Background: an optimization exercise with open tools, aiming at small area, a short achievable clock period and few clock cycles. Do not read the settings as production practice.
At most, simulation tests tie the RTL to the original design; equivalence was not proved.
No functional check of the RTL was part of runs 4 to 7.
Power and IR drop assume default switching activity.

==> flow/design.v <==
module fixed_point_add #(
    parameter N = 20
) (
    input  [N - 1:0] x,
    input  [N - 1:0] y,
    input            ci,
    output [N - 1:0] s,
    output [N - 1:0] c,
    output           co
);
wire [N - 1:0] p0 = x ^ y;
wire [N - 1:0] g0 = x & y;
reg [N - 1:0] g, p;
integer i, k;
always @(*) begin
    g    = g0;
    p    = p0;
    g[0] = g0[0] | (p0[0] & ci);
    for (k = 1; k < N; k = k * 2)
        for (i = 0; i < N; i = i + 1)
            if ((i / k) % 2 == 1) begin
                g[i] = g[i] | (p[i] & g[(i / k) * k - 1]);
                p[i] = p[i] & p[(i / k) * k - 1];
            end
end
assign c  = {g[N - 2:0], ci};
assign s  = p0 ^ c;
assign co = g[N - 1];
endmodule
module fixed_point_sub;
endmodule
module fixed_point_mul;
endmodule
module fixed_point_div;
endmodule
module fixed_point_pow;
endmodule
module fixed_point_alu (
    clk,
    rst,
    start,
    done,
    op,
    a,
    b,
    result
);
parameter INTEGER_PART_WIDTH    = 11;
parameter FRACTIONAL_PART_WIDTH = 8;
localparam W = 19;
input clk;
input rst;
input  start;
output done;
input [2:0] op;
input signed [W - 1:0] a;
input signed [W - 1:0] b;
output reg signed [W - 1:0] result;
localparam [W - 1:0] MAXV = 19'h3ffff;
localparam [W - 1:0] MINV = 19'h40000;
localparam M_MUL  = 2'd0;
localparam M_DIV0 = 2'd1;
localparam M_DIV  = 2'd2;
reg        busy;
reg [1:0]  mode;
reg [3:0]  icnt;       
reg [10:0] pcnt;       
reg        neg;        
reg        dsb;        
reg        short;      
reg        prev;       
reg [19:0] sh;         
reg [20:0] acc;        
assign done = !busy;
wire go = start && !busy;
wire       as_div = op[1] & op[0];
wire [W:0] as_sum;
wire [W:0] as_c;
wire       as_co;
fixed_point_add #(.N(W + 1)) as_add (
    .x  (as_div ? {(W + 1){1'b0}} : {a[W - 1], a}),
    .y  (as_div ? {1'b0, a ^ {W{a[W - 1]}}} : ({b[W - 1], b} ^ {(W + 1){op[0]}})),
    .ci (as_div ? a[W - 1] : op[0]),
    .s  (as_sum),
    .c  (as_c),
    .co (as_co)
);
wire [W - 1:0] as_res = (as_sum[W] != as_sum[W - 1]) ? (as_sum[W] ? MINV : MAXV) : as_sum[W - 1:0];
wire a_small = (a[18:11] == {8{a[18]}});
wire b_small = (b[18:11] == {8{b[18]}});
wire m_swap  = b_small && !a_small;
function [21:0] brow;
    input [2:0]  bits;
    input [18:0] m;
    reg one, two, ng;
    reg [20:0] mm, x;
    begin
        one  = bits[0] ^ bits[1];
        two  = (bits == 3'b011) | (bits == 3'b100);
        ng   = bits[2] & ~(bits[1] & bits[0]);
        mm   = {{2{m[18]}}, m};
        x    = ({21{one}} & mm) | ({21{two}} & {mm[19:0], 1'b0});
        brow = {x[20] ^ ng, x ^ {21{ng}}};
    end
endfunction
wire [2:0]  bd0 = {sh[1:0], prev};
wire [2:0]  bd1 = sh[3:1];
wire        n0  = bd0[2] & ~(bd0[1] & bd0[0]);
wire        n1  = bd1[2] & ~(bd1[1] & bd1[0]);
wire [21:0] pr0 = brow(bd0, result);
wire [21:0] pr1 = brow(bd1, result);
wire [24:0] x0 = {{4{acc[20]}}, acc};
wire [24:0] x1 = {{3{pr0[21]}}, pr0};
wire [24:0] x2 = {pr1[21], pr1, n1, n1};
wire [24:0] cs_s = x0 ^ x1 ^ x2;
wire [24:0] cs_c = {(x0[23:0] & x1[23:0]) | (x0[23:0] & x2[23:0]) | (x1[23:0] & x2[23:0]), n0};
wire [24:0] msum;
wire [24:0] m_c;
wire        m_co;
fixed_point_add #(.N(25)) m_add (
    .x  (cs_s),
    .y  (cs_c),
    .ci (n1),
    .s  (msum),
    .c  (m_c),
    .co (m_co)
);
wire [20:0] acc_n = msum[24:4];
wire [19:0] sh_n  = {msum[3:0], sh[19:4]};
wire [24:0] m_p  = cs_s ^ cs_c;
wire [24:0] m_z  = ~(m_p[24:0] ^ {cs_s[23:0] | cs_c[23:0], 1'b0});
wire [24:0] m_o  = ~(m_p[24:0] ^ ~{cs_s[23:0] & cs_c[23:0], 1'b1});
wire m_fit_l = ((&m_z[24:11]) & ~(m_p[10] ^ m_c[10])) | ((&m_o[24:11]) & (m_p[10] ^ m_c[10]));
wire m_fit_s = ((&m_z[24:19]) & ~(m_p[18] ^ m_c[18])) | ((&m_o[24:19]) & (m_p[18] ^ m_c[18]));
wire [W - 1:0] m_raw = short ? {acc_n[14:0], sh_n[19:16]} : {acc_n[6:0], sh_n[19:8]};
wire           m_fit = short ? m_fit_s : m_fit_l;
wire [W - 1:0] m_res = m_fit ? m_raw : (acc_n[20] ? MINV : MAXV);
function [20:0] rinit;
    input n;
    rinit = {13'd0, ~n, {7{n}}};
endfunction
wire [18:0] da = result;
wire [18:0] bl = ~sh[18:0];
reg  [18:0] bl_sm;     
integer k;
always @(*) begin
    bl_sm[18] = bl[18];
    for (k = 17; k >= 0; k = k - 1) bl_sm[k] = bl_sm[k + 1] | bl[k];
end
wire [18:0] b_sm = (dsb && (bl == bl_sm)) ? {bl_sm[17:0], 1'b1} : bl_sm;
function le;
    input integer c;
    le = ((c >= 0 ? (da >> c) : (da << -c)) & ~b_sm) == 0;
endfunction
wire d_ovf = ((bl == 0) && !dsb) || !le(10);   
wire d_z   = le(-9);                           
wire d_l7  = le(-2);                           
wire d_l13 = le(4);                            
wire [26:0] nd = {da, 8'd0};
wire [18:0] t0 = {acc[17:0], result[18]};
wire [18:0] s0, c0;
wire        q1;
fixed_point_add #(.N(19)) d_sub0 (.x(t0), .y(sh[18:0]), .ci(~dsb), .s(s0), .c(c0), .co(q1));
wire [17:0] r0 = q1 ? s0[17:0] : t0[17:0];
wire [18:0] t1 = {r0, result[17]};
wire [18:0] s1, c1;
wire        q0;
fixed_point_add #(.N(19)) d_sub1 (.x(t1), .y(sh[18:0]), .ci(~dsb), .s(s1), .c(c1), .co(q0));
wire [17:0] r1 = q0 ? s1[17:0] : t1[17:0];
wire [16:0] qh = result[16:0];
reg  [16:0] qh_or;     
always @(*) begin
    qh_or[0] = 1'b0;
    for (k = 1; k < 17; k = k + 1) qh_or[k] = qh_or[k - 1] | qh[k - 1];
end
wire [16:0] qh_neg = qh ^ (qh_or | {17{q1}});
wire        q_any  = qh_or[16] | qh[16] | q1;
wire [W - 1:0] d_res = result[17] ? (neg ? MINV : MAXV) :
                       neg ? {q_any, qh_neg, q1} : {1'b0, qh, q1};
always @(posedge clk) begin
    if (rst) begin
        busy   <= 1'b0;
        result <= 0;
    end else if (go) begin
        case (op)
            3'd0, 3'd1: result <= as_res;
            3'd2: begin
                result <= m_swap ? a : b;
                sh     <= m_swap ? {b[W - 1], b} : {a[W - 1], a};
                short  <= a_small | b_small;
                prev   <= 1'b0;
                acc    <= rinit(a[W - 1] ^ b[W - 1]);
                icnt   <= (a_small | b_small) ? 4'd2 : 4'd4;
                pcnt   <= 11'd0;
                mode   <= M_MUL;
                busy   <= 1'b1;
            end
            3'd3: begin
                result <= as_sum[W - 1:0];
                sh     <= {1'b0, b ^ {W{~b[W - 1]}}};
                dsb    <= b[W - 1];
                neg    <= a[W - 1] ^ b[W - 1];
                mode   <= M_DIV0;
                busy   <= 1'b1;
            end
            default: begin
                result <= (b[18:8] == 0) ? 19'h00100 : a;
                sh     <= {a[W - 1], a};
                short  <= a_small;
                prev   <= 1'b0;
                acc    <= rinit(1'b0);
                icnt   <= a_small ? 4'd2 : 4'd4;
                pcnt   <= b[18:8] - 11'd2;
                mode   <= M_MUL;
                busy   <= (b[18:9] != 0);
            end
        endcase
    end else if (busy) begin
        case (mode)
            M_MUL: begin
                if (icnt == 0) begin
                    result <= m_res;
                    if (pcnt == 0) begin
                        busy <= 1'b0;
                    end else begin
                        pcnt <= pcnt - 1;
                        sh   <= {a[W - 1], a};
                        prev <= 1'b0;
                        acc  <= rinit(a[W - 1] ^ m_res[W - 1]);
                        icnt <= short ? 4'd2 : 4'd4;
                    end
                end else begin
                    acc  <= acc_n;
                    sh   <= sh_n;
                    prev <= sh[3];
                    icnt <= icnt - 1;
                end
            end
            M_DIV0: begin
                mode <= M_DIV;
                if (d_ovf) begin
                    result <= neg ? MINV : MAXV;
                    busy   <= 1'b0;
                end else if (d_z) begin
                    result <= 0;
                    busy   <= 1'b0;
                end else if (d_l7) begin
                    acc    <= nd >> 7;
                    result <= {nd[6:0], 12'd0};
                    icnt   <= 4'd3;
                end else if (d_l13) begin
                    acc    <= nd >> 13;
                    result <= {nd[12:0], 6'd0};
                    icnt   <= 4'd6;
                end else begin
                    acc    <= nd >> 19;
                    result <= nd[18:0];
                    icnt   <= 4'd9;
                end
            end
            default: begin
                acc[17:0] <= r1;
                if (icnt == 0) begin
                    result <= d_res;
                    busy   <= 1'b0;
                end else begin
                    result <= {result[16:0], q1, q0};
                    icnt   <= icnt - 1;
                end
            end
        endcase
    end
end
endmodule
==> flow/run.sh <==
#!/bin/bash
# synth_recipe.tcl (not shown) runs the flow's synth.tcl, then flattens the netlist and writes it again
# the make line also repeats each setting of config.mk as NAME=value (left out here)
make -C /OpenROAD-flow-scripts/flow DESIGN_CONFIG=/design/flow/config.mk WORK_HOME=/design/flow/orfs CLKGATE_MAP_FILE= SYNTH_SCRIPT=/design/flow/synth_recipe.tcl finish
==> flow/config.mk <==
export PLATFORM = sky130hd
export DESIGN_NAME = fixed_point_alu
export DESIGN_NICKNAME = fixed_point_alu
export VERILOG_FILES = /design/flow/design.v
export SDC_FILE = /design/flow/constraint.sdc
export NUM_CORES = 4
export LEC_CHECK = 0
export ABC_AREA = 1
export CAP_MARGIN = 20
export CORE_MARGIN = 2
export CORE_UTILIZATION = 50
export SETUP_SLACK_MARGIN = 1.5
export SLEW_MARGIN = 20
export TNS_END_PERCENT = 10
==> flow/constraint.sdc <==
create_clock -name core_clock -period 7.0 [get_ports {clk}]
set_input_delay 1.4000 -clock core_clock [delete_from_list [all_inputs] [get_ports {clk}]]
set_output_delay 1.4000 -clock core_clock [all_outputs]
set_load 0.01 [all_outputs]
==> results.toml, run 1 <==
[status]
run_status = "no timing/DRC/antenna violations"

[floorplanning]
start_util = 0.5116
die_y_um = 170.3
fp.dieArea_um2 = 29000
die_x_um = 170.3
io_pins = 64
core_area_um2 = 27030
fp-row-count = 60

[cells_and_area]
area_growth_pct = 13.28
layout-drive-gt1-share = 0.09389
seq_area_um2 = 2266
fillers = 2719
utilization = 0.5796
multiInputGateArea_um2 = 10390
diodes = 0
nNetsFinal = 2348

[clock_network]
clk_pin_slew_ns = 0.07
cts_tree = "built"
clock_latency_ns = 0.37
clockRootBuffer = "clkbuf_16"
numCtsBuffers = 9
clk_path_buf_depth = 2
ctsHoldBuffers = 0
htree_levels = 3
cts_sinks = 82

[setup_path]
critPathBufInv = 4
crit_chain = "inv_1 > ha_1 > clkinv_1 > buf_4 > a21oi_2 > xor2_1 > fa_1 > ha_1 > fa_1 > nand2_1 > nor4_2 > nand4_1 > nand2_1 > nand2_1 > nand2_1 > nand2_4 > nand2_2 > nand2_4 > clkinv_4 > o21ai_0 > nand3_1 > nand2_1 > a21oi_1"
cp_common_cell = "nand2_1"
regToRegStartpoint = "prev"
crit_path_start_kind = "flop"
reg2reg_depth = 23
slowest_stage = "fa_1"
critPathMaxFanout = 19
regToRegSetupSlack_ns = 1.66
cp.required_ns = 7.29
crit_arrival_ns = 5.63
r2r-end = "result[8]"
path_class = "flop to flop"
critPathMaxStageDelay_ns = 0.58
end_kind = "flop"
critical-path-top-delay-family = "simple AND/OR/NAND/NOR gates"

[global_route]
grt_first_pass_wirelength_mm = 89.44
grt_pass1_vias = 14770
grt_max_degree = 47
antenna_found_initial = 1
grtUsageTotal = 0.4122
gr-total-overflow = 0

[detailed_routing]
drcViolationCount = 0
vias = 15800
postRouteWirelength_mm = 59.72
firstDrtPassIters = 6
ant_nets = 0
wire_per_inst_um = 23.86
viasPerCell = 6.313
drtIter0Drc = 2024

[job]
cap_violations = 0

[hold_path]
timing.hold.worst_endpoint = "result[16]"
hold_path_depth = 2
hold_class = "flop to flop"
worstHoldStart = "result[16]"

[place]
port-buffer-count = 63
dp_hpwl_mm = 46.39
gp_congestion = 1.083

[power_and_ir_drop]
p_sw_frac = 0.5513
power_mw = 5.094
seqPwrFrac = 0.145
p_leak_nw = 7.241
power.density_nw_per_um2 = 325.2
peakVddDrop_uv = 157.1
combPwrFrac = 0.757
netSwitchingPower_mw = 2.808
intPower_mw = 2.286
power_frac_clock = 0.098

[sta]
layout_min_cycle_time_ns = 5.344
hold_viol_final = 0
skew_ns = 0.01489
finalSetupViolations = 0
final_max_slew_viol_count = 0
finalSetupTns_ns = 0
max_freq_mhz = 187.1
finalCritPeriodShare = 0.7634
relSlewSlack = 0.2278
tightest_slew_ns = 1.154
rsz0062_at_grt = "true"

[yosys]
yosysSeqAreaShare = 0.1636
ys.flop_type = "edfxtp_1"
async_flop_share = 0
synth.area.top_cells = "nand2_1 14%, edfxtp_1 13%, ha_1 8.7%"
synth_top_cell_area_share = 0.1365
synth-warning-count = 4
syn-instance-count = 2120
synth_edf_count = 62
ys_ff_latch = 82
avgSynthCellArea_um2 = 6.522
synth_common_cells = "503 x nand2_1, 255 x inv_1, 153 x o21ai_0, 152 x a21oi_1, 134 x nand3_1"
syn_nets = 2311
yosysMostFrequentCell = "nand2_1"
synth_area_um2 = 13830
yosys.area.top_type = "nand2_1"
yosysUniqueCellTypes = 55
cell type report:
class | instances | share of cell area
Clock buffer | 9 | 0.01438
Clock inverter | 7 | 0.004154
Inverter | 272 | 0.06662
Multi-Input combinational cell | 1654 | 0.6634
Sequential cell | 82 | 0.1447
Tap cell | 341 | 0.02724
Timing Repair Buffer | 138 | 0.07956
layout by cell type (no fill, tap or decap), drive strengths merged, types with 9 or more instances in the layout:
cell	count
ha	96
fa	51
clkinv	13
inv	262
o221ai	36
buf	75
xnor2	43
nand2	511
clkbuf	11
clkdlybuf4s50	59
nand3b	9
a21oi	152
nor2	141
nand4	41
o211ai	28
or2	12
nor3	20
nand3	135
o21ai	160
o22ai	51
xor2	89
dfxtp	20
edfxtp	62
a31oi	18
a211oi	12
worst register-to-register path: stages, from the launching register on:
cell      delay (ns)
edfxtp_1        0.40
inv_1           0.07
ha_1            0.34
clkinv_1        0.07
buf_4           0.22
a21oi_2         0.32
xor2_1          0.37
fa_1            0.50
ha_1            0.24
fa_1            0.58
nand2_1         0.07
nor4_2          0.41
nand4_1         0.22
nand2_1         0.11
nand2_1         0.05
nand2_1         0.13
nand2_4         0.13
nand2_2         0.12
nand2_4         0.10
clkinv_4        0.16
o21ai_0         0.15
nand3_1         0.24
nand2_1         0.10
a21oi_1         0.17
per-stage QoR:
stage / cell area (µm²) / hold slack (ns) / cells / worst slack, ns
2_1_floorplan: 13840 / 0.5078 / 2120 / 1.540
3_3_place_gp: 14790 / 0.5031 / 2457 / 0.8448
3_5_place_dp: 14790 / 0.5119 / 2457 / 0.7455
4_1_cts: 15300 / 0.5991 / 2486 / 1.469
5_1_grt: 15660 / 0.6468 / 2503 / 1.387
6_report: 15660 / 0.6161 / 2503 / 1.656
cells by family after synthesis:
group                      after synthesis  share of synthesized area
adders and majority gates              147                     0.1607
and+or+nand+nor                        880                     0.2738
DFF                                     82                     0.1636
AOI/OAI and AO/OA                      493                     0.2100
buffers and inverters                  384                     0.1068
muxes                                    2                   0.001448
xor gates and xnor gates               132                    0.08361
worst max-delay path by stage:
stage / from / to / depth (start not counted)
floorplan: a[18] / result[17] / 25
global placement: result[18] / acc[11] / 40
detailed placement: result[18] / acc[11] / 40
CTS: op[1] / result[11] / 28
global route: result[18] / acc[11] / 40
finish: prev / result[8] / 23
flip-flops by register name, summed over array words and instances (netlist names):
signal and flops:
acc 21, busy 1, dsb 1, icnt 4, mode 2, neg 1
pcnt 11, prev 1, result 19, sh 20, short 1
power by group through the flow:
| stage | registers (mW) | clock network [mW] | logic [mW] |
|---|---|---|---|
| 3_3_place_gp | 0.743 | 0 | 3.40 |
| 6_report | 0.739 | 0.502 | 3.85 |
| 5_1_grt | 0.738 | 0.519 | 4.18 |
| 2_1_floorplan | 0.692 | 0 | 2.39 |
| 3_5_place_dp | 0.742 | 0 | 3.43 |
| 4_1_cts | 0.729 | 0.497 | 3.55 |
layer usage:
layer  up-vias  share of wire  global-route usage
met5         -        0.00013                   0
met4         2          0.063              0.2375
met3       220           0.11             0.07488
met2       980           0.43              0.6396
met1      7367           0.39              0.5384
li1       7232              -                   -
timing repair:
action                                  4_1_cts  5_1_grt
pin swaps                                     5       27
buffers inserted                             13       17
endpoints found under the setup margin       37       37
resized for setup                            44       73
Testbench counts, summed over its fixed seeds: cycles 48,035.
==> inputs of run 2 (changes only) <==
--- a/flow/config.mk
+++ b/flow/config.mk
@@ -9,5 +9,5 @@
 export CAP_MARGIN = 20
 export CORE_MARGIN = 2
-export CORE_UTILIZATION = 50
+export CORE_UTILIZATION = 55
 export SETUP_SLACK_MARGIN = 1.5
 export SLEW_MARGIN = 20
==> run 2 against run 1 <==
Effect of this change: still clean on timing, DRC and antenna; total power rose by 1.1%; synthesized cell count did not move; non-clock buffer count rose by 23; global-route usage rose by 3.4 points; critical path depth rose by 18; clock power rose by 3%; die area fell by 8.9%; via count rose by 3.5%; sequential share of layout area fell by 0.15 points; sequential cell count did not move; area after synthesis did not move; critical path type unchanged; critical endpoint is now acc[11]; largest power group unchanged.
==> results.toml, run 2 <==
[yosys]
synth.area.top_cells = "nand2_1 14%, edfxtp_1 13%, ha_1 8.7%"
syn-instance-count = 2120
synth-warning-count = 4
yosysSeqAreaShare = 0.1636
avgSynthCellArea_um2 = 6.522
yosysUniqueCellTypes = 55
yosysMostFrequentCell = "nand2_1"
synth_area_um2 = 13830
ys_ff_latch = 82
ys.flop_type = "edfxtp_1"
synth_edf_count = 62
syn_nets = 2311
async_flop_share = 0
yosys.area.top_type = "nand2_1"
synth_common_cells = "503 x nand2_1, 255 x inv_1, 153 x o21ai_0, 152 x a21oi_1, 134 x nand3_1"
synth_top_cell_area_share = 0.1365

[global_route]
grt_max_degree = 46
gr-total-overflow = 0
grtUsageTotal = 0.4459
antenna_found_initial = 0
grt_pass1_vias = 14960
grt_first_pass_wirelength_mm = 88.38

[cells_and_area]
top_register = "acc"
finalNonFillerCells = 2517
multiInputGateArea_um2 = 10330
largestRegisters = "acc x21, sh x20, result x19"
final_common_cell = "nand2_1"
final_cell_mix = "477 x nand2_1, 247 x inv_1, 150 x a21oi_1"
area_growth_pct = 14.54
layout-drive-gt1-share = 0.1038
nNetsFinal = 2372
fillers = 2359
design_area_um2 = 15840
seq_area_um2 = 2267
largest_reg_flops = 21

[place]
dp_hpwl_mm = 45.84
gp_congestion = 1.136
dp_slack_ns = 0.6164
place_area_um2 = 14780
dp_cells = 2447
port-buffer-count = 63

[clock_network]
ctsHoldBuffers = 0
cts_sinks = 82
clk_pin_slew_ns = 0.08
htree_levels = 3
numCtsBuffers = 9
clockRootBuffer = "clkbuf_16"
clk_path_buf_depth = 2
clock_latency_ns = 0.36
cts_tree = "built"

[sta]
hold_viol_final = 0
layout_min_cycle_time_ns = 5.436
final_max_slew_viol_count = 0
fin_ws_ns = 1.564
finalSetupTns_ns = 0
finalCritPeriodShare = 0.7766
skew_ns = 0.01359
tightest_slew_ns = 1.055
max_freq_mhz = 183.9
rsz0062_at_grt = "true"
finalSetupViolations = 0
relSlewSlack = 0.2947

[setup_path]
crit_arrival_ns = 5.55
slowest_stage = "fa_2"
cp_common_cell = "nand2_2"
end_kind = "flop"
crit_path_start_kind = "flop"
regToRegSetupSlack_ns = 1.56
critPathMaxFanout = 8
path_class = "flop to flop"
cp.required_ns = 7.12
critPathMaxStageDelay_ns = 0.39

[floorplanning]
die_x_um = 162.6
die_y_um = 162.6
io_pins = 64
fp-row-count = 58
fp.dieArea_um2 = 26420
core_area_um2 = 24960
start_util = 0.5539

[power_and_ir_drop]
peakVddDrop_uv = 277.7
power.density_nw_per_um2 = 325.1
p_leak_nw = 7.345

[detailed_routing]
drtIter0Drc = 2527
drcViolationCount = 0
vias = 16350
postRouteWirelength_mm = 60.40
wire_per_inst_um = 24.00
viasPerCell = 6.497
ant_nets = 0
firstDrtPassIters = 7

[status]
run_status = "no timing/DRC/antenna violations"

[hold_path]
hold_class = "flop to flop"

[job]
cap_violations = 0
[run 2: cell types whose count changed in the layout (fill, tap and decap cells not counted), sizes merged]
cell,delta
buf,+20
bufinv,+1
inv,-2
clkinvlp,+2
clkbuf,+1
clkdlybuf4s50,+3
dlymetal6s2s,-1
diode,+1
[run 2: routing by layer]
metal / track usage / vias to the layer above / wire [µm]
li1: - / 7274 / -
met1: 0.5623 / 7484 / 21740
met2: 0.6764 / 1254 / 25270
met3: 0.1271 / 342 / 8594
met4: 0.2715 / 0 / 4787
met5: 0 / - / 0
[run 2: area by class of cell]
cell class | count | area share
diodes | 1 | 0.0001580
clock buffers | 9 | 0.01422
clock inverters | 7 | 0.005214
inverters | 272 | 0.06597
multi-input cells | 1654 | 0.6524
flip-flops and latches | 82 | 0.1432
well taps | 330 | 0.02607
repair buffers | 161 | 0.09235
repair inverters | 1 | 0.0004740
[run 2: cells by family after synthesis]
family / share of synthesized area
compound gates: 0.2100
xor+xnor: 0.08361
fa+ha+maj: 0.1607
buf+inv: 0.1068
flops: 0.1636
mux: 0.001448
simple gates: 0.2738
[run 2: metrics by stage]
step,power [mW],hold WS (ns),utilization
floorplan,3.081,0.5078,-
global placement,4.065,0.5094,0.5920
detailed placement,4.130,0.5257,0.5920
CTS,4.735,0.5506,0.6144
global route,5.451,0.5879,0.6343
finish,5.149,0.5819,0.6344
[run 2: timing repair]
item,CTS,global route
pin swaps,5,28
gates resized for setup,37,60
gates cloned,1,3
setup buffers,19,30
setup endpoints to repair,36,37
[run 2: worst paths after layout]
kind / startpoint / end / cells after the start
worst max-delay path: result[18] / acc[11] / 41
worst min-delay path: result[0] / result[0] / 2
worst max register to register: result[18] / acc[11] / 41
worst min register to register: result[0] / result[0] / 2
[run 2: critical path, delay by kind of cell, from the launching register on]
kind                     cells  cell delay, ns
adder cells (fa/ha/maj)      3            1.12
flip-flops                   1            0.37
AO/OA/AOI/OAI                7            1.03
AND/OR/NAND/NOR             25            2.04
buffers and inverters        6            0.62
[run 2: power breakdown]
| part | total, mW | switching [mW] | internal (mW) | leakage [nW] |
|---|---|---|---|---|
| clock | 0.517 | 0.234 | 0.283 | 0.151 |
| combinational | 3.88 | 2.43 | 1.45 | 6.45 |
| sequential | 0.753 | 0.131 | 0.622 | 0.748 |
| total | 5.15 | 2.80 | 2.35 | 7.35 |
==> inputs of run 3 (changes only) <==
--- a/flow/config.mk
+++ b/flow/config.mk
@@ -9,6 +9,6 @@
 export CAP_MARGIN = 20
 export CORE_MARGIN = 2
-export CORE_UTILIZATION = 55
-export SETUP_SLACK_MARGIN = 1.5
+export CORE_UTILIZATION = 50
+export SETUP_SLACK_MARGIN = 1.6
 export SLEW_MARGIN = 20
 export TNS_END_PERCENT = 10
==> run 3 against run 2 <==
Effect of this change: still clean on timing, DRC and antenna; die area grew 9.7%; routed wire length grew 2.4%; total power grew 4.0%; non-clock buffer count grew 4; final cell count grew 0.56%; worst hold slack lost 0.011 ns; first-iteration DRC count shrank 12%; clock-buffer cell count is the same; critical endpoint is now acc[13]; highest routed layer unchanged.
==> results.toml, run 3 <==
[floorplanning]
core_area_um2 = 27030
fp-row-count = 60
die_y_um = 170.3
fp.dieArea_um2 = 29000
io_pins = 64
start_util = 0.5116
die_x_um = 170.3

[sta]
rsz0062_at_grt = "true"
finalCritPeriodShare = 0.7640
tightest_slew_ns = 1.081
relSlewSlack = 0.2766
max_freq_mhz = 187.0
hold_viol_final = 0
finalSetupViolations = 0
finalSetupTns_ns = 0
layout_min_cycle_time_ns = 5.348
final_max_slew_viol_count = 0
skew_ns = 0.01939

[cells_and_area]
final_cell_mix = "474 x nand2_1, 244 x inv_1, 149 x a21oi_1"
top_register = "acc"
area_growth_pct = 15.84
nNetsFinal = 2375
final_common_cell = "nand2_1"
fillers = 2704
layout-drive-gt1-share = 0.1106
largestRegisters = "acc x21, sh x20, result x19"
finalNonFillerCells = 2531
utilization = 0.5926
largest_reg_flops = 21

[yosys]
ys_ff_latch = 82
yosysMostFrequentCell = "nand2_1"
yosysUniqueCellTypes = 55
synth_common_cells = "503 x nand2_1, 255 x inv_1, 153 x o21ai_0, 152 x a21oi_1, 134 x nand3_1"
syn-instance-count = 2120
yosysSeqAreaShare = 0.1636
async_flop_share = 0
synth_area_um2 = 13830
syn_nets = 2311
yosys.area.top_type = "nand2_1"
synth.area.top_cells = "nand2_1 14%, edfxtp_1 13%, ha_1 8.7%"
ys.flop_type = "edfxtp_1"
avgSynthCellArea_um2 = 6.522
synth_top_cell_area_share = 0.1365
synth-warning-count = 4
synth_edf_count = 62

[detailed_routing]
viasPerCell = 6.460
postRouteWirelength_mm = 61.84
drtIter0Drc = 2227
drcViolationCount = 0
firstDrtPassIters = 6
wire_per_inst_um = 24.43
ant_nets = 0
vias = 16350

[global_route]
grt_pass1_vias = 14920
grt_max_degree = 44
gr-total-overflow = 0
grt_first_pass_wirelength_mm = 90.25
antenna_found_initial = 0
grtUsageTotal = 0.4171

[place]
port-buffer-count = 63
gp_congestion = 1.078
dp_hpwl_mm = 46.98
dp_cells = 2464

[setup_path]
cp.required_ns = 7.14
crit_arrival_ns = 5.49
r2r-end = "acc[13]"
regToRegSetupSlack_ns = 1.65
critPathBufInv = 5
critPathMaxStageDelay_ns = 0.40
end_kind = "flop"
cp_common_cell = "nand2_2"
crit_path_start_kind = "flop"
critical-path-top-delay-family = "simple AND/OR/NAND/NOR gates"
critPathMaxFanout = 8
reg2reg_depth = 41
slowest_stage = "fa_2"
path_class = "flop to flop"
regToRegStartpoint = "result[18]"

[hold_path]
hold_path_depth = 2
timing.hold.worst_endpoint = "result[13]"
worstHoldStart = "result[13]"
hold_class = "flop to flop"

[power_and_ir_drop]
peakVddDrop_uv = 170.9
power_mw = 5.356
p_leak_nw = 7.424
power.density_nw_per_um2 = 334.4

[clock_network]
numCtsBuffers = 9
htree_levels = 3
clk_pin_slew_ns = 0.08
cts_tree = "built"
clockRootBuffer = "clkbuf_16"
cts_sinks = 82
ctsHoldBuffers = 0
clock_latency_ns = 0.37
clk_path_buf_depth = 2

[status]
run_status = "no timing/DRC/antenna violations"

[job]
cap_violations = 0
-- run 3: cell counts after synthesis --
Identical to the previous run, type by type.
-- run 3: worst max-delay path by stage --
| stage | start | end | slack (ns) | depth (start not counted) |
|---|---|---|---|---|
| 2_1_floorplan | result[18] | acc[17] | 1.58 | 42 |
| 3_3_place_gp | result[18] | acc[11] | 0.75 | 39 |
| 3_5_place_dp | result[18] | acc[11] | 0.62 | 39 |
| 4_1_cts | dsb | acc[6] | 1.53 | 40 |
| 5_1_grt | result[18] | acc[11] | 1.33 | 35 |
| 6_report | result[18] | acc[13] | 1.65 | 41 |
-- run 3: cell families after synthesis --
family                     count (synthesis)  share of synthesized area
AOI/OAI and AO/OA                        493                     0.2100
xor gates and xnor gates                 132                    0.08361
adders and majority gates                147                     0.1607
buffers and inverters                    384                     0.1068
DFF                                       82                     0.1636
muxes                                      2                   0.001448
and+or+nand+nor                          880                     0.2738
-- run 3: worst reg2reg max path: cells and delay by family, from the launching register on --
kind	cells	cell delay, ns
adders and majority gates	3	1.01
DFF	1	0.38
buffers and inverters	5	0.43
AOI/OAI and AO/OA	6	0.78
and+or+nand+nor	27	2.52
-- run 3: report_power, final --
part,internal (mW),switching [mW]
sequential,0.621,0.112
clock,0.320,0.246
combinational,1.50,2.56
-- run 3: cell type report --
class / count / area, µm² / share of cell area
timing repair buffer: 165 / 1533 / 0.09570
antenna: 1 / 2.502 / 0.0001562
tap: 341 / 426.7 / 0.02664
clock buffer: 9 / 225.2 / 0.01406
multi-input combinational: 1654 / 10400 / 0.6491
sequential: 82 / 2266 / 0.1415
clock inverter: 7 / 106.4 / 0.006640
inverter: 272 / 1061 / 0.06625
-- run 3: per-layer routing --
layer / up-vias / global-route usage / share of wire
met5: - / 0 / 0
met4: 0 / 0.2311 / 0.069
met3: 278 / 0.07744 / 0.12
met2: 1142 / 0.6479 / 0.43
met1: 7643 / 0.5466 / 0.38
li1: 7287 / - / -
-- run 3: what timing repair did --
item	4_1_cts	5_1_grt
buffers inserted	21	25
setup endpoints to repair	37	37
resized for setup	53	79
pin swaps	9	32
cloned	1	3
-- run 3: metrics by stage --
stage	hold slack, ns	area, µm²	setup slack, ns
after floorplan	0.5078	13840	1.583
after global placement	0.5249	14840	0.7542
after detailed placement	0.5405	14840	0.6169
after CTS	0.5589	15490	1.529
after global routing	0.5778	16010	1.334
final	0.5714	16020	1.652
==> inputs of run 4 (changes only) <==
--- a/flow/design.v
+++ b/flow/design.v
@@ -75,4 +75,5 @@
 wire go = start && !busy;
 wire       as_div = op[1] & op[0];
+wire       as_nb  = busy;
 wire [W:0] as_sum;
 wire [W:0] as_c;
@@ -80,6 +81,7 @@
 fixed_point_add #(.N(W + 1)) as_add (
     .x  (as_div ? {(W + 1){1'b0}} : {a[W - 1], a}),
-    .y  (as_div ? {1'b0, a ^ {W{a[W - 1]}}} : ({b[W - 1], b} ^ {(W + 1){op[0]}})),
-    .ci (as_div ? a[W - 1] : op[0]),
+    .y  (as_div ? (as_nb ? {1'b0, b ^ {W{~b[W - 1]}}} : {1'b0, a ^ {W{a[W - 1]}}}) :
+                  ({b[W - 1], b} ^ {(W + 1){op[0]}})),
+    .ci (as_div ? (as_nb ? ~b[W - 1] : a[W - 1]) : op[0]),
     .s  (as_sum),
     .c  (as_c),
@@ -161,10 +163,10 @@
 wire [18:0] s0, c0;
 wire        q1;
-fixed_point_add #(.N(19)) d_sub0 (.x(t0), .y(sh[18:0]), .ci(~dsb), .s(s0), .c(c0), .co(q1));
+fixed_point_add #(.N(19)) d_sub0 (.x(t0), .y(sh[18:0]), .ci(1'b0), .s(s0), .c(c0), .co(q1));
 wire [17:0] r0 = q1 ? s0[17:0] : t0[17:0];
 wire [18:0] t1 = {r0, result[17]};
 wire [18:0] s1, c1;
 wire        q0;
-fixed_point_add #(.N(19)) d_sub1 (.x(t1), .y(sh[18:0]), .ci(~dsb), .s(s1), .c(c1), .co(q0));
+fixed_point_add #(.N(19)) d_sub1 (.x(t1), .y(sh[18:0]), .ci(1'b0), .s(s1), .c(c1), .co(q0));
 wire [17:0] r1 = q0 ? s1[17:0] : t1[17:0];
 wire [16:0] qh = result[16:0];
@@ -239,4 +241,5 @@
             M_DIV0: begin
                 mode <= M_DIV;
+                sh   <= {1'b0, as_sum[W - 1:0]};
                 if (d_ovf) begin
                     result <= neg ? MINV : MAXV;
--- a/flow/config.mk
+++ b/flow/config.mk
@@ -9,6 +9,5 @@
 export CAP_MARGIN = 20
 export CORE_MARGIN = 2
-export CORE_UTILIZATION = 50
-export SETUP_SLACK_MARGIN = 1.6
+export CORE_UTILIZATION = 40
+export SETUP_SLACK_MARGIN = 1.5
 export SLEW_MARGIN = 20
-export TNS_END_PERCENT = 10
==> run 4 against run 3 <==
Effect of this change: largest cell class unchanged; critical path depth down 12; clock skew down 0.0037 ns; core utilization down 12 points; die area up 30%; still clean; first-iteration DRC count down 2.6%; synthesized cell count up 2.3%; largest power group unchanged; routed wire length up 2.1%; area after synthesis up 4.7%.
==> results.toml, run 4 <==
[floorplanning]
fp-row-count = 69
fp.dieArea_um2 = 37740
start_util = 0.4071
io_pins = 64
core_area_um2 = 35570
die_y_um = 194.3
die_x_um = 194.3

[clock_network]
clock_latency_ns = 0.37
cts_sinks = 82
cts_tree = "built"
numCtsBuffers = 9
clockRootBuffer = "clkbuf_16"
clk_path_buf_depth = 2
clk_pin_slew_ns = 0.08
htree_levels = 3
ctsHoldBuffers = 0

[cells_and_area]
top_register = "acc"
finalNonFillerCells = 2683
largest_reg_flops = 21
largestRegisters = "acc x21, sh x20, result x19"
final_cell_mix = "413 x nand2_1, 229 x inv_1, 177 x o21ai_0"
layout-drive-gt1-share = 0.1170
nNetsFinal = 2408
diodes = 0
fillers = 3671
area_growth_pct = 16.07
final_common_cell = "nand2_1"

[setup_path]
regToRegSetupSlack_ns = 1.60
regToRegStartpoint = "sh[0]"
crit_path_start_kind = "flop"
end_kind = "flop"
crit_arrival_ns = 5.47
slowest_stage = "edfxtp_1"
critPathMaxStageDelay_ns = 0.43
reg2reg_depth = 29
cp.required_ns = 7.07
cp_common_cell = "nand2_2"
critPathMaxFanout = 25
r2r-end = "acc[9]"
path_class = "flop to flop"

[sta]
layout_min_cycle_time_ns = 5.401
hold_viol_final = 0
relSlewSlack = 0.2952
hold_slack_ns = 0.6002
fin_ws_ns = 1.599
tightest_slew_ns = 1.057
max_freq_mhz = 185.1
finalSetupTns_ns = 0
skew_ns = 0.01574
finalCritPeriodShare = 0.7716
final_max_slew_viol_count = 0
rsz0062_at_grt = "true"
finalSetupViolations = 0

[place]
gp_congestion = 1.010
port-buffer-count = 63
dp_slack_ns = 0.2857
dp_cells = 2625
dp_hpwl_mm = 48.31

[hold_path]
hold_class = "flop to flop"
worstHoldStart = "pcnt[0]"
hold_path_depth = 1
timing.hold.worst_endpoint = "pcnt[0]"

[detailed_routing]
viasPerCell = 6.137
wire_per_inst_um = 23.52
postRouteWirelength_mm = 63.11
drcViolationCount = 0
vias = 16470
ant_nets = 0
drtIter0Drc = 2170
firstDrtPassIters = 9

[power_and_ir_drop]
peakVddDrop_uv = 282.7
p_leak_nw = 7.435
power.density_nw_per_um2 = 330.7

[yosys]
synth_edf_count = 62
yosys.area.top_type = "edfxtp_1"
synth_common_cells = "440 x nand2_1, 233 x inv_1, 190 x o21ai_0, 155 x nor2_1, 150 x nand3_1"
synth_area_um2 = 14480
yosysSeqAreaShare = 0.1562
ys.flop_type = "edfxtp_1"
syn_nets = 2359
syn-instance-count = 2168
synth.area.top_cells = "edfxtp_1 13%, nand2_1 11%, ha_1 8.5%"
synth_top_cell_area_share = 0.1286
async_flop_share = 0
avgSynthCellArea_um2 = 6.678
yosysMostFrequentCell = "nand2_1"
synth-warning-count = 4
ys_ff_latch = 82
yosysUniqueCellTypes = 67

[job]
cap_violations = 0

[status]
run_status = "no timing/DRC/antenna violations"

[global_route]
grt_first_pass_wirelength_mm = 94.23
grt_max_degree = 60
gr-total-overflow = 0
grtUsageTotal = 0.3237
grt_pass1_vias = 15340
antenna_found_initial = 0
[run 4: cell count changes in the layout (fill, tap and decap cells not counted), sizes merged, moves of 8 or more]
cell / previous run / this run
nor2: 141 / 174
a21oi: 152 / 143
a221oi: 3 / 18
xor2: 89 / 110
o22ai: 51 / 61
nand2: 511 / 454
buf: 100 / 92
inv: 259 / 243
nand3: 135 / 157
o21ai: 160 / 197
[run 4: final cells by class]
cell class / count / area [µm²] / area share
inverter: 250 / 959.7 / 0.05710
timing repair buffer: 156 / 1465 / 0.08718
tap: 461 / 576.8 / 0.03432
clock inverter: 7 / 107.6 / 0.006403
sequential: 82 / 2262 / 0.1346
clock buffer: 9 / 225.2 / 0.01340
multi-input combinational: 1718 / 11210 / 0.6670
[run 4: critical path: cells and delay by family (launching register included)]
kind	cells	cell delay, ns
AO/OA/AOI/OAI	9	1.91
AND/OR/NAND/NOR	13	1.06
adder cells (fa/ha/maj)	3	1.02
buffers and inverters	4	0.63
flip-flops	1	0.43
[run 4: worst max-delay path by stage]
stage | startpoint | end | slack (ns) | cells past startpoint
after detailed placement | sh[2] | result[17] | 0.29 | 29
after global routing | sh[0] | acc[0] | 1.39 | 37
after floorplan | op[0] | result[10] | 1.52 | 28
after CTS | op[0] | result[17] | 1.50 | 28
after global placement | sh[1] | result[17] | 0.33 | 29
final | sh[0] | acc[9] | 1.60 | 29
[run 4: routing by layer]
layer	part of all wire	vias up	track usage
met2	0.43	1008	0.4958
met4	0.058	0	0.1521
met5	0	-	0
met3	0.10	230	0.06175
met1	0.41	7714	0.4386
li1	-	7513	-
[run 4: kinds of logic after synthesis]
| kind of cell | count (synthesis) | share of synthesized area |
|---|---|---|
| simple gates | 883 | 0.2749 |
| xor+xnor | 153 | 0.09255 |
| flops | 82 | 0.1562 |
| buf+inv | 369 | 0.1025 |
| mux | 2 | 0.001383 |
| fa+ha+maj | 147 | 0.1524 |
| compound gates | 532 | 0.2200 |
[run 4: timing repair]
item                                    CTS  global route
cloned                                    1             2
resized for setup                        50            83
buffers inserted                         17            22
endpoints found under the setup margin   38            38
pin swaps                                 8            41
[run 4: power by group]
| group | total (mW) | switching, mW | internal [mW] |
|---|---|---|---|
| Combinational | 4.24 | 2.71 | 1.53 |
| Sequential | 0.739 | 0.117 | 0.622 |
| Clock | 0.575 | 0.254 | 0.321 |
| Total | 5.56 | 3.09 | 2.47 |
[run 4: stage by stage]
step / area (µm²) / power [mW] / util
final: 16810 / 5.557 / 0.4725
after global routing: 16810 / 5.937 / 0.4725
after CTS: 16280 / 5.198 / 0.4578
after detailed placement: 15570 / 4.417 / 0.4377
after global placement: 15570 / 4.396 / 0.4377
after floorplan: 14500 / 3.221 / -
==> inputs of run 5 (changes only) <==
--- a/flow/design.v
+++ b/flow/design.v
@@ -66,14 +66,10 @@
 reg [3:0]  icnt;       
 reg [10:0] pcnt;       
-reg        neg;        
-reg        dsb;        
-reg        short;      
 reg        prev;       
 reg [19:0] sh;         
-reg [20:0] acc;        
+reg [18:0] acc;        
 assign done = !busy;
 wire go = start && !busy;
 wire       as_div = op[1] & op[0];
-wire       as_nb  = busy;
 wire [W:0] as_sum;
 wire [W:0] as_c;
@@ -81,16 +77,18 @@
 fixed_point_add #(.N(W + 1)) as_add (
     .x  (as_div ? {(W + 1){1'b0}} : {a[W - 1], a}),
-    .y  (as_div ? (as_nb ? {1'b0, b ^ {W{~b[W - 1]}}} : {1'b0, a ^ {W{a[W - 1]}}}) :
-                  ({b[W - 1], b} ^ {(W + 1){op[0]}})),
-    .ci (as_div ? (as_nb ? ~b[W - 1] : a[W - 1]) : op[0]),
+    .y  (as_div ? {1'b0, a ^ {W{a[W - 1]}}} : ({b[W - 1], b} ^ {(W + 1){op[0]}})),
+    .ci (as_div ? a[W - 1] : op[0]),
     .s  (as_sum),
     .c  (as_c),
     .co (as_co)
 );
-wire [W - 1:0] as_res = (as_sum[W] != as_sum[W - 1]) ? (as_sum[W] ? MINV : MAXV) : as_sum[W - 1:0];
+wire [W - 1:0] as_res = (as_sum[W] != as_sum[W - 1] && !as_div) ? (as_sum[W] ? MINV : MAXV) : as_sum[W - 1:0];
 wire a_small = (a[18:11] == {8{a[18]}});
 wire b_small = (b[18:11] == {8{b[18]}});
 wire m_swap  = b_small && !a_small;
-function [21:0] brow;
+wire short   = a_small | (b_small & ~op[2]);    
+wire neg     = a[W - 1] ^ b[W - 1];             
+wire dsb     = b[W - 1];                        
+function [20:0] brow;
     input [2:0]  bits;
     input [18:0] m;
@@ -103,5 +101,5 @@
         mm   = {{2{m[18]}}, m};
         x    = ({21{one}} & mm) | ({21{two}} & {mm[19:0], 1'b0});
-        brow = {x[20] ^ ng, x ^ {21{ng}}};
+        brow = x ^ {21{ng}};
     end
 endfunction
@@ -110,15 +108,15 @@
 wire        n0  = bd0[2] & ~(bd0[1] & bd0[0]);
 wire        n1  = bd1[2] & ~(bd1[1] & bd1[0]);
-wire [21:0] pr0 = brow(bd0, result);
-wire [21:0] pr1 = brow(bd1, result);
-wire [24:0] x0 = {{4{acc[20]}}, acc};
-wire [24:0] x1 = {{3{pr0[21]}}, pr0};
-wire [24:0] x2 = {pr1[21], pr1, n1, n1};
-wire [24:0] cs_s = x0 ^ x1 ^ x2;
-wire [24:0] cs_c = {(x0[23:0] & x1[23:0]) | (x0[23:0] & x2[23:0]) | (x1[23:0] & x2[23:0]), n0};
-wire [24:0] msum;
-wire [24:0] m_c;
+wire [20:0] pr0 = brow(bd0, result);
+wire [20:0] pr1 = brow(bd1, result);
+wire [22:0] x0 = {{4{acc[18]}}, acc};
+wire [22:0] x1 = {{2{pr0[20]}}, pr0};
+wire [22:0] x2 = {pr1, n1, n1};
+wire [22:0] cs_s = x0 ^ x1 ^ x2;
+wire [22:0] cs_c = {(x0[21:0] & x1[21:0]) | (x0[21:0] & x2[21:0]) | (x1[21:0] & x2[21:0]), n0};
+wire [22:0] msum;
+wire [22:0] m_c;
 wire        m_co;
-fixed_point_add #(.N(25)) m_add (
+fixed_point_add #(.N(23)) m_add (
     .x  (cs_s),
     .y  (cs_c),
@@ -128,17 +126,17 @@
     .co (m_co)
 );
-wire [20:0] acc_n = msum[24:4];
+wire [18:0] acc_n = msum[22:4];
 wire [19:0] sh_n  = {msum[3:0], sh[19:4]};
-wire [24:0] m_p  = cs_s ^ cs_c;
-wire [24:0] m_z  = ~(m_p[24:0] ^ {cs_s[23:0] | cs_c[23:0], 1'b0});
-wire [24:0] m_o  = ~(m_p[24:0] ^ ~{cs_s[23:0] & cs_c[23:0], 1'b1});
-wire m_fit_l = ((&m_z[24:11]) & ~(m_p[10] ^ m_c[10])) | ((&m_o[24:11]) & (m_p[10] ^ m_c[10]));
-wire m_fit_s = ((&m_z[24:19]) & ~(m_p[18] ^ m_c[18])) | ((&m_o[24:19]) & (m_p[18] ^ m_c[18]));
+wire [22:0] m_p  = cs_s ^ cs_c;
+wire [22:0] m_z  = ~(m_p ^ {cs_s[21:0] | cs_c[21:0], 1'b0});
+wire [22:0] m_o  = ~(m_p ^ ~{cs_s[21:0] & cs_c[21:0], 1'b1});
+wire m_fit_l = ((&m_z[22:11]) & ~(m_p[10] ^ m_c[10])) | ((&m_o[22:11]) & (m_p[10] ^ m_c[10]));
+wire m_fit_s = ((&m_z[22:19]) & ~(m_p[18] ^ m_c[18])) | ((&m_o[22:19]) & (m_p[18] ^ m_c[18]));
 wire [W - 1:0] m_raw = short ? {acc_n[14:0], sh_n[19:16]} : {acc_n[6:0], sh_n[19:8]};
 wire           m_fit = short ? m_fit_s : m_fit_l;
-wire [W - 1:0] m_res = m_fit ? m_raw : (acc_n[20] ? MINV : MAXV);
-function [20:0] rinit;
+wire [W - 1:0] m_res = m_fit ? m_raw : (acc_n[18] ? MINV : MAXV);
+function [18:0] rinit;
     input n;
-    rinit = {13'd0, ~n, {7{n}}};
+    rinit = {11'd0, ~n, {7{n}}};
 endfunction
 wire [18:0] da = result;
@@ -163,10 +161,10 @@
 wire [18:0] s0, c0;
 wire        q1;
-fixed_point_add #(.N(19)) d_sub0 (.x(t0), .y(sh[18:0]), .ci(1'b0), .s(s0), .c(c0), .co(q1));
+fixed_point_add #(.N(19)) d_sub0 (.x(t0), .y(sh[18:0]), .ci(~dsb), .s(s0), .c(c0), .co(q1));
 wire [17:0] r0 = q1 ? s0[17:0] : t0[17:0];
 wire [18:0] t1 = {r0, result[17]};
 wire [18:0] s1, c1;
 wire        q0;
-fixed_point_add #(.N(19)) d_sub1 (.x(t1), .y(sh[18:0]), .ci(1'b0), .s(s1), .c(c1), .co(q0));
+fixed_point_add #(.N(19)) d_sub1 (.x(t1), .y(sh[18:0]), .ci(~dsb), .s(s1), .c(c1), .co(q0));
 wire [17:0] r1 = q0 ? s1[17:0] : t1[17:0];
 wire [16:0] qh = result[16:0];
@@ -190,5 +188,4 @@
                 result <= m_swap ? a : b;
                 sh     <= m_swap ? {b[W - 1], b} : {a[W - 1], a};
-                short  <= a_small | b_small;
                 prev   <= 1'b0;
                 acc    <= rinit(a[W - 1] ^ b[W - 1]);
@@ -199,8 +196,6 @@
             end
             3'd3: begin
-                result <= as_sum[W - 1:0];
+                result <= as_res;
                 sh     <= {1'b0, b ^ {W{~b[W - 1]}}};
-                dsb    <= b[W - 1];
-                neg    <= a[W - 1] ^ b[W - 1];
                 mode   <= M_DIV0;
                 busy   <= 1'b1;
@@ -209,5 +204,4 @@
                 result <= (b[18:8] == 0) ? 19'h00100 : a;
                 sh     <= {a[W - 1], a};
-                short  <= a_small;
                 prev   <= 1'b0;
                 acc    <= rinit(1'b0);
@@ -241,5 +235,4 @@
             M_DIV0: begin
                 mode <= M_DIV;
-                sh   <= {1'b0, as_sum[W - 1:0]};
                 if (d_ovf) begin
                     result <= neg ? MINV : MAXV;
==> run 5 against run 4 <==
Effect of this change: still clean; worst hold slack gained 0.036 ns; total power shrank 6.3%; combinational power shrank 6.4%; first-iteration DRC count shrank 3.8%; sequential cell count shrank 5; clock power shrank 9.9%; via count shrank 5.7%; clock skew shrank 0.0019 ns; final cell count shrank 2.9%; largest cell class unchanged; highest routed layer unchanged.
==> results.toml, run 5 <==
[status]
run_status = "no timing/DRC/antenna violations"

[yosys]
async_flop_share = 0
yosysMostFrequentCell = "nand2_1"
yosys.area.top_type = "nand2_1"
synth-warning-count = 4
avgSynthCellArea_um2 = 6.567
yosysSeqAreaShare = 0.1541
synth_edf_count = 57
synth.area.top_cells = "nand2_1 13%, edfxtp_1 12%, ha_1 8.5%"
ys.flop_type = "edfxtp_1"
synth_area_um2 = 13700
syn-instance-count = 2087
ys_ff_latch = 77
synth_top_cell_area_share = 0.1263
yosysUniqueCellTypes = 55
synth_common_cells = "461 x nand2_1, 238 x inv_1, 159 x nand3_1, 149 x nor2_1, 147 x o21ai_0"
syn_nets = 2275

[place]
dp_slack_ns = 0.1254
dp_hpwl_mm = 44.42
gp_congestion = 1.028
port-buffer-count = 63

[cells_and_area]
largestRegisters = "sh x20, acc x19, result x19"
largest_reg_flops = 20
final_common_cell = "nand2_1"
diodes = 0
nNetsFinal = 2339
area_growth_pct = 15.51
top_register = "sh"
layout-drive-gt1-share = 0.1030
final_cell_mix = "446 x nand2_1, 230 x inv_1, 153 x nand3_1"

[sta]
finalSetupTns_ns = 0
tightest_slew_ns = 1.008
max_freq_mhz = 176.3
fin_ws_ns = 1.326
hold_viol_final = 0
finalCritPeriodShare = 0.8105
finalSetupViolations = 0
layout_min_cycle_time_ns = 5.674
hold_slack_ns = 0.6365
relSlewSlack = 0.3262
skew_ns = 0.01384
rsz0062_at_grt = "true"
final_max_slew_viol_count = 0

[floorplanning]
start_util = 0.4077
io_pins = 64
die_y_um = 189.1
fp-row-count = 67
core_area_um2 = 33620
die_x_um = 189.1
fp.dieArea_um2 = 35760

[power_and_ir_drop]
p_leak_nw = 7.274
peakVddDrop_uv = 271.7
power_mw = 5.205
power.density_nw_per_um2 = 328.8

[clock_network]
clockRootBuffer = "clkbuf_16"
cts_tree = "built"
cts_sinks = 77
clk_path_buf_depth = 2
clk_pin_slew_ns = 0.08
htree_levels = 3
ctsHoldBuffers = 0
clock_latency_ns = 0.37
numCtsBuffers = 9

[hold_path]
timing.hold.worst_endpoint = "sh[15]"
hold_path_depth = 2
worstHoldStart = "sh[19]"
hold_class = "flop to flop"

[setup_path]
end_kind = "flop"
slowest_stage = "fa_2"
r2r-end = "acc[4]"
reg2reg_depth = 22
path_class = "primary input to flop"
regToRegStartpoint = "result[11]"
crit_path_start_kind = "primary input"
cp_common_cell = "nand2_2"
crit_arrival_ns = 5.80
regToRegSetupSlack_ns = 1.63
cp.required_ns = 7.12
critPathMaxStageDelay_ns = 0.38
critPathMaxFanout = 4

[global_route]
grt_pass1_vias = 14550
grtUsageTotal = 0.3205
grt_max_degree = 37
antenna_found_initial = 0
gr-total-overflow = 0
grt_first_pass_wirelength_mm = 87.82

[detailed_routing]
drtIter0Drc = 2088
wire_per_inst_um = 22.21
drcViolationCount = 0
postRouteWirelength_mm = 57.83
viasPerCell = 5.961
vias = 15520
firstDrtPassIters = 6
ant_nets = 0

[job]
cap_violations = 0
## run 5: changes by cell type in the layout (fill, tap and decap cells not counted), moves of 11 or more
cell      change
o21ai_0      -52
nand2_1      +33
o22ai_1      -22
a221oi_1     -17
o211ai_1     +16
o21ai_1      +15
a31oi_1      +13
xnor2_1      -12
nand3_1      +11
nand3b_1     -11
## run 5: cells by family (layout without fill, tap and decap cells)
family / after synthesis / after routing / synth area share
flops: 77 / 77 / 0.1541
xor+xnor: 145 / 145 / 0.09267
fa+ha+maj: 144 / 144 / 0.1594
compound gates: 482 / 482 / 0.2082
mux: 2 / 2 / 0.001461
simple gates: 880 / 880 / 0.2851
buf+inv: 357 / 426 / 0.09906
## run 5: cell type report
class	count	area (µm²)
fillers	3461	17790
multi-input cells	1653	10480
flip-flops and latches	77	2112
repair buffers	151	1383
inverters	259	989.7
well taps	448	560.5
clock buffers	10	239.0
clock inverters	6	67.56
## run 5: how the worst max path moves through the flow
stage / depth (start not counted) / end / from
4_1_cts: 36 / acc[17] / b[18]
2_1_floorplan: 36 / acc[16] / b[18]
3_3_place_gp: 36 / acc[16] / b[18]
6_report: 36 / acc[17] / b[18]
3_5_place_dp: 36 / acc[17] / b[18]
5_1_grt: 36 / acc[17] / b[18]
## run 5: power breakdown
group / total, mW / internal, mW / leakage, nW / switching [mW]
sequential: 0.714 / 0.585 / 0.702 / 0.128
combinational: 3.97 / 1.48 / 6.43 / 2.49
clock: 0.518 / 0.289 / 0.145 / 0.230
## run 5: timing repair
| item | 4_1_cts | 5_1_grt |
|---|---|---|
| pin swaps | 21 | 10 |
| gates resized for setup | 40 | 52 |
| setup endpoints to repair | 37 | 37 |
| cloned | 0 | 2 |
| setup buffers | 17 | 10 |
## run 5: per-stage QoR
stage / instances / util / area (µm²)
global placement: 2558 / 0.4458 / 14990
global route: 2604 / 0.4709 / 15830
floorplan: 2087 / - / 13780
detailed placement: 2559 / 0.4460 / 14990
finish: 2604 / 0.4709 / 15830
CTS: 2592 / 0.4617 / 15520
## run 5: layer usage
metal | GRT usage | share of wire | vias up
met3 | 0.06877 | 0.11 | 161
met1 | 0.4273 | 0.40 | 7220
met5 | 0 | 0 | -
li1 | - | - | 7212
met4 | 0.1250 | 0.043 | 0
met2 | 0.5055 | 0.44 | 929
## run 5: worst max-delay path, delay by kind of cell
family | cells | cell delay (ns)
fa+ha+maj | 4 | 1.34
simple gates | 21 | 1.71
compound gates | 7 | 0.96
buf+inv | 3 | 0.20
xor+xnor | 1 | 0.18
==> inputs of run 6 (changes only) <==
--- a/flow/config.mk
+++ b/flow/config.mk
@@ -10,4 +10,4 @@
 export CORE_MARGIN = 2
 export CORE_UTILIZATION = 40
-export SETUP_SLACK_MARGIN = 1.5
+export SETUP_SLACK_MARGIN = 1.75
 export SLEW_MARGIN = 20
==> run 6 against run 5 <==
Effect of this change: clock power rose by 6.8%; critical path type unchanged; worst hold slack got worse by 0.021 ns; still clean; design area rose by 5.3%; sequential power fell by 1%; non-clock buffer count rose by 45.
==> results.toml, run 6 <==
[detailed_routing]
wire_per_inst_um = 22.31
drtIter0Drc = 1833
drcViolationCount = 0
postRouteWirelength_mm = 59.09
viasPerCell = 5.984
ant_nets = 0
firstDrtPassIters = 7
vias = 15850

[setup_path]
reg2reg_depth = 31
critPathMaxFanout = 7
regToRegSetupSlack_ns = 1.68
path_class = "primary input to flop"
regToRegStartpoint = "sh[8]"
critPathMaxStageDelay_ns = 0.41
end_kind = "flop"
cp_common_cell = "buf_4"
r2r-end = "acc[16]"
critPathBufInv = 12
crit_arrival_ns = 5.81
slowest_stage = "fa_1"
critical-path-top-delay-family = "adder cells"
cp.required_ns = 7.11
crit_path_start_kind = "primary input"

[job]
cap_violations = 0

[sta]
skew_ns = 0.008170
finalSetupTns_ns = 0
relSlewSlack = 0.3205
finalCritPeriodShare = 0.8144
tightest_slew_ns = 1.016
finalSetupViolations = 0
fin_ws_ns = 1.299
max_freq_mhz = 175.4
hold_viol_final = 0
layout_min_cycle_time_ns = 5.701
rsz0062_at_grt = "true"
final_max_slew_viol_count = 0

[global_route]
gr-total-overflow = 0
antenna_found_initial = 2
grt_max_degree = 45
grtUsageTotal = 0.3254
grt_first_pass_wirelength_mm = 89.50
grt_pass1_vias = 14900

[yosys]
synth.area.top_cells = "nand2_1 13%, edfxtp_1 12%, ha_1 8.5%"
syn-instance-count = 2087
async_flop_share = 0
yosys.area.top_type = "nand2_1"
yosysUniqueCellTypes = 55
synth_top_cell_area_share = 0.1263
synth_edf_count = 57
yosysMostFrequentCell = "nand2_1"
synth_area_um2 = 13700
yosysSeqAreaShare = 0.1541
ys_ff_latch = 77
synth-warning-count = 4
avgSynthCellArea_um2 = 6.567
syn_nets = 2275
synth_common_cells = "461 x nand2_1, 238 x inv_1, 159 x nand3_1, 149 x nor2_1, 147 x o21ai_0"
ys.flop_type = "edfxtp_1"

[floorplanning]
fp.dieArea_um2 = 35760
die_y_um = 189.1
die_x_um = 189.1
fp-row-count = 67
core_area_um2 = 33620
start_util = 0.4077
io_pins = 64

[place]
dp_slack_ns = -0.009492
gp_congestion = 1.016
port-buffer-count = 63
dp_cells = 2562
place_area_um2 = 15040
dp_hpwl_mm = 44.61

[hold_path]
hold_class = "flop to flop"
worstHoldStart = "sh[19]"
hold_path_depth = 2
timing.hold.worst_endpoint = "sh[15]"

[status]
run_status = "no timing/DRC/antenna violations"

[cells_and_area]
largest_reg_flops = 20
top_register = "sh"
final_cell_mix = "437 x nand2_1, 228 x inv_1, 151 x nand3_1"
layout-drive-gt1-share = 0.1440
largestRegisters = "sh x20, acc x19, result x19"
design_area_um2 = 16660
final_common_cell = "nand2_1"
diodes = 0
finalNonFillerCells = 2649
nNetsFinal = 2384
utilization = 0.4957
area_growth_pct = 21.60

[power_and_ir_drop]
peakVddDrop_uv = 303.0
seqPwrFrac = 0.122
netSwitchingPower_mw = 3.051
power.density_nw_per_um2 = 347.4
p_leak_nw = 7.594
power_frac_clock = 0.096
p_sw_frac = 0.5269
combPwrFrac = 0.783
intPower_mw = 2.739

[clock_network]
clockRootBuffer = "clkbuf_16"
htree_levels = 3
cts_tree = "built"
clk_path_buf_depth = 2
clk_pin_slew_ns = 0.07
numCtsBuffers = 9
clock_latency_ns = 0.36
cts_sinks = 77
==> run 6: power by group through the flow <==
stage | Clock [mW] | Sequential, mW | Combinational [mW]
finish | 0.553 | 0.705 | 4.53
CTS | 0.554 | 0.700 | 4.01
detailed placement | 0 | 0.710 | 3.57
global placement | 0 | 0.712 | 3.54
floorplan | 0 | 0.661 | 2.45
global route | 0.570 | 0.707 | 4.90
==> run 6: cells by family after synthesis <==
kind of cell / after synthesis / synth area share
xor gates and xnor gates: 145 / 0.09267
AOI/OAI and AO/OA: 482 / 0.2082
and+or+nand+nor: 880 / 0.2851
buffers and inverters: 357 / 0.09906
adders and majority gates: 144 / 0.1594
muxes: 2 / 0.001461
DFF: 77 / 0.1541
==> run 6: how the worst max path moves through the flow <==
stage	startpoint	endpoint	cells after the start
4_1_cts	b[18]	acc[17]	36
3_3_place_gp	b[18]	acc[6]	37
2_1_floorplan	b[18]	acc[16]	36
3_5_place_dp	b[18]	acc[6]	37
5_1_grt	b[18]	acc[4]	38
6_report	b[18]	acc[4]	32
==> run 6: what timing repair did <==
| item | 4_1_cts | 5_1_grt |
|---|---|---|
| cloned | 2 | 1 |
| buffers inserted | 42 | 26 |
| setup endpoints to repair | 55 | 37 |
| hold buffers | 0 | 0 |
| gates resized for setup | 85 | 82 |
| pin swaps | 23 | 34 |
==> run 6: cell type report <==
class,instances,area (µm²)
fill,3388,16950
multi-input combinational,1653,10800
sequential,77,2112
timing repair buffer,196,1858
inverter,259,1002
tap,448,560.5
clock buffer,9,225.2
clock inverter,7,105.1
==> run 6: per-stage QoR <==
| step | hold WS, ns | power, mW |
|---|---|---|
| floorplan | 0.5457 | 3.116 |
| global placement | 0.6115 | 4.254 |
| detailed placement | 0.6032 | 4.283 |
| CTS | 0.6209 | 5.262 |
| global route | 0.6404 | 6.177 |
| finish | 0.6150 | 5.789 |
==> run 6: routing by layer <==
metal	global-route usage	wire length (µm)	vias to the layer above
met5	0	0	-
met4	0.1244	2641	0
met3	0.06265	6822	183
met2	0.5189	26120	966
li1	-	-	7298
met1	0.4345	23500	7405
==> run 6: worst reg2reg max path, delay by kind of cell (launching register included) <==
kind	cells	cell delay, ns
AND/OR/NAND/NOR	8	0.79
AO/OA/AOI/OAI	6	0.95
adder cells (fa/ha/maj)	3	1.04
XOR/XNOR	1	0.16
buffers and inverters	13	1.42
flip-flops	1	0.70
==> inputs of run 7 (changes only) <==
--- a/flow/design.v
+++ b/flow/design.v
@@ -66,4 +66,5 @@
 reg [3:0]  icnt;       
 reg [10:0] pcnt;       
+reg        dsb;        
 reg        prev;       
 reg [19:0] sh;         
@@ -89,5 +90,4 @@
 wire short   = a_small | (b_small & ~op[2]);    
 wire neg     = a[W - 1] ^ b[W - 1];             
-wire dsb     = b[W - 1];                        
 function [20:0] brow;
     input [2:0]  bits;
@@ -198,4 +198,5 @@
                 result <= as_res;
                 sh     <= {1'b0, b ^ {W{~b[W - 1]}}};
+                dsb    <= b[W - 1];
                 mode   <= M_DIV0;
                 busy   <= 1'b1;
--- a/flow/config.mk
+++ b/flow/config.mk
@@ -10,4 +10,4 @@
 export CORE_MARGIN = 2
 export CORE_UTILIZATION = 40
-export SETUP_SLACK_MARGIN = 1.75
+export SETUP_SLACK_MARGIN = 1.5
 export SLEW_MARGIN = 20
==> run 7 against run 6 <==
Effect of this change: fmax is 5.5% higher; sequential cell count grew 1; core utilization fell by 1.1 points; final cell count down 0.45%; still clean on timing, DRC and antenna; highest routed layer is now met5; synthesized cell count fell by 0.29%; setup slack better by 0.30 ns; global-route usage grew 0.97 points; clock skew rose by 0.013 ns; first-iteration DRC count is 6.0% higher; via count rose by 1.4%; worst hold slack worse by 0.0038 ns.
==> results.toml, run 7 <==
[hold_path]
worstHoldStart = "icnt[0]"
hold_class = "flop to flop"

[power_and_ir_drop]
peakVddDrop_uv = 192.8
netSwitchingPower_mw = 2.984
intPower_mw = 2.522
power.density_nw_per_um2 = 337.7
p_leak_nw = 7.381
power_frac_clock = 0.094
combPwrFrac = 0.780
seqPwrFrac = 0.126
p_sw_frac = 0.5420

[yosys]
yosysSeqAreaShare = 0.1567
synth_common_cells = "466 x nand2_1, 242 x inv_1, 160 x o21ai_0, 146 x nor2_1, 141 x nand3_1"
avgSynthCellArea_um2 = 6.570
synth.area.top_cells = "nand2_1 13%, edfxtp_1 13%, ha_1 8.5%"
async_flop_share = 0
ys_ff_latch = 78
synth-warning-count = 4
yosys.area.top_type = "nand2_1"
yosysUniqueCellTypes = 55
synth_area_um2 = 13670
ys.flop_type = "edfxtp_1"
synth_edf_count = 58
syn-instance-count = 2081
syn_nets = 2269
synth_top_cell_area_share = 0.1279
yosysMostFrequentCell = "nand2_1"

[floorplanning]
core_area_um2 = 33620
die_x_um = 188.9
fp.dieArea_um2 = 35670
die_y_um = 188.9
fp-row-count = 67
io_pins = 64
start_util = 0.4067

[cells_and_area]
largest_reg_flops = 20
final_common_cell = "nand2_1"
fillers = 3457
layout-drive-gt1-share = 0.1174
top_register = "sh"
nNetsFinal = 2372
largestRegisters = "sh x20, acc x19, result x19"
final_cell_mix = "455 x nand2_1, 234 x inv_1, 149 x o21ai_0"
diodes = 0
area_growth_pct = 19.26

[sta]
final_max_slew_viol_count = 0
finalSetupViolations = 0
hold_slack_ns = 0.6113
tightest_slew_ns = 1.080
fin_ws_ns = 1.597
skew_ns = 0.02107
layout_min_cycle_time_ns = 5.403
max_freq_mhz = 185.1
relSlewSlack = 0.2774
rsz0062_at_grt = "false"
finalSetupTns_ns = 0
hold_viol_final = 0
finalCritPeriodShare = 0.7719

[clock_network]
clk_pin_slew_ns = 0.07
cts_tree = "built"
clock_latency_ns = 0.37
cts_sinks = 78
numCtsBuffers = 9
htree_levels = 3
ctsHoldBuffers = 0
clockRootBuffer = "clkbuf_16"
clk_path_buf_depth = 2

[setup_path]
end_kind = "flop"
cp.required_ns = 7.20
startpoint = "dsb"
critPathMaxStageDelay_ns = 0.43
cp_common_cell = "nand2_2"
critPathMaxFanout = 8
regToRegStartpoint = "dsb"
crit_arrival_ns = 5.61
slowest_stage = "edfxtp_1"
path_class = "flop to flop"
crit_path_start_kind = "flop"

[place]
gp_congestion = 1.019
dp_slack_ns = 0.7116
port-buffer-count = 63
dp_hpwl_mm = 46.27

[global_route]
grt_first_pass_wirelength_mm = 91.18
antenna_found_initial = 2
grt_pass1_vias = 15120
grt_max_degree = 35
gr-total-overflow = 0
grtUsageTotal = 0.3351

[detailed_routing]
ant_nets = 0
postRouteWirelength_mm = 61.51
vias = 16080
viasPerCell = 6.098
firstDrtPassIters = 8
drcViolationCount = 0
drtIter0Drc = 1943
wire_per_inst_um = 23.32

[status]
run_status = "no timing/DRC/antenna violations"

[job]
cap_violations = 0
## run 7: cell types whose count changed after synthesis, sizes merged, moves of 5 or more
cell	change
o21ai	+19
nand3	-16
o2111ai	+13
nand4	+11
a31oi	-10
o211ai	-9
nor3	+7
nand2	-6
a21oi	-5
## run 7: logic make-up (layout without fill, tap and decap cells)
family                   after synthesis  after routing  synth area share
XOR/XNOR                             141            141           0.09033
AO/OA/AOI/OAI                        487            487            0.2131
AND/OR/NAND/NOR                      865            865            0.2775
multiplexers                           2              2          0.001464
buffers and inverters                364            472            0.1012
adder cells (fa/ha/maj)              144            144            0.1598
flip-flops                            78             78            0.1567
## run 7: power groups by stage
stage | clock [mW] | sequential (mW) | combinational [mW]
after floorplan | 0 | 0.673 | 2.47
after global placement | 0 | 0.699 | 3.55
after global routing | 0.535 | 0.699 | 4.64
after detailed placement | 0 | 0.700 | 3.59
final | 0.518 | 0.695 | 4.29
after CTS | 0.516 | 0.689 | 3.75
## run 7: final timing paths
path | endpoint | slack [ns] | cells after the start
worst min register to register | icnt[0] | 0.61 | 1
worst min-delay path | icnt[0] | 0.61 | 1
worst max-delay path | result[0] | 1.60 | 27
worst max register to register | result[0] | 1.60 | 27
## run 7: layer usage
layer	vias up	track usage	share of wire
met4	4	0.1908	0.070
met5	-	0	0.00042
met2	1090	0.5499	0.45
met3	275	0.05913	0.11
li1	7280	-	-
met1	7432	0.4153	0.37
## run 7: worst max-delay path, delay by kind of cell (launching register included)
kind / cells / cell delay [ns]
buffers and inverters: 3 / 0.36
DFF: 1 / 0.43
adders and majority gates: 3 / 1.08
and+or+nand+nor: 11 / 1.41
AOI/OAI and AO/OA: 10 / 1.96
## run 7: area by class of cell
type	count	area, µm²	share of cell area
Clock buffer	9	225.2	0.01381
Clock inverter	7	81.33	0.004988
Inverter	264	1021	0.06262
Multi-Input combinational cell	1639	10470	0.6422
Sequential cell	78	2143	0.1314
Tap cell	448	560.5	0.03438
Timing Repair Buffer	190	1790	0.1098
Timing Repair inverter	2	12.51	0.0007673
## run 7: what timing repair did
| action | 4_1_cts | 5_1_grt |
|---|---|---|
| pin swaps | 13 | 36 |
| setup endpoints to repair | 37 | 37 |
| setup buffers | 21 | 38 |
| gates resized for setup | 38 | 76 |
| gates cloned | 1 | 6 |
| hold endpoints to repair | 0 | 0 |
## run 7: through the flow
step | instances | power, mW | area, µm² | util
floorplan | 2081 | 3.147 | 13700 | -
global placement | 2555 | 4.252 | 14980 | 0.4456
detailed placement | 2555 | 4.290 | 14980 | 0.4456
CTS | 2593 | 4.952 | 15550 | 0.4627
global route | 2637 | 5.875 | 16310 | 0.4851
finish | 2637 | 5.506 | 16310 | 0.4851

Setup slack of run 7, layout unchanged: 1.597 ns with ideal ports, 1.597 ns with driving cells assumed (clock clkbuf_16, inputs buf_2), 1.282 ns with port delays also shifted by the 0.410 ns mid clock arrival.
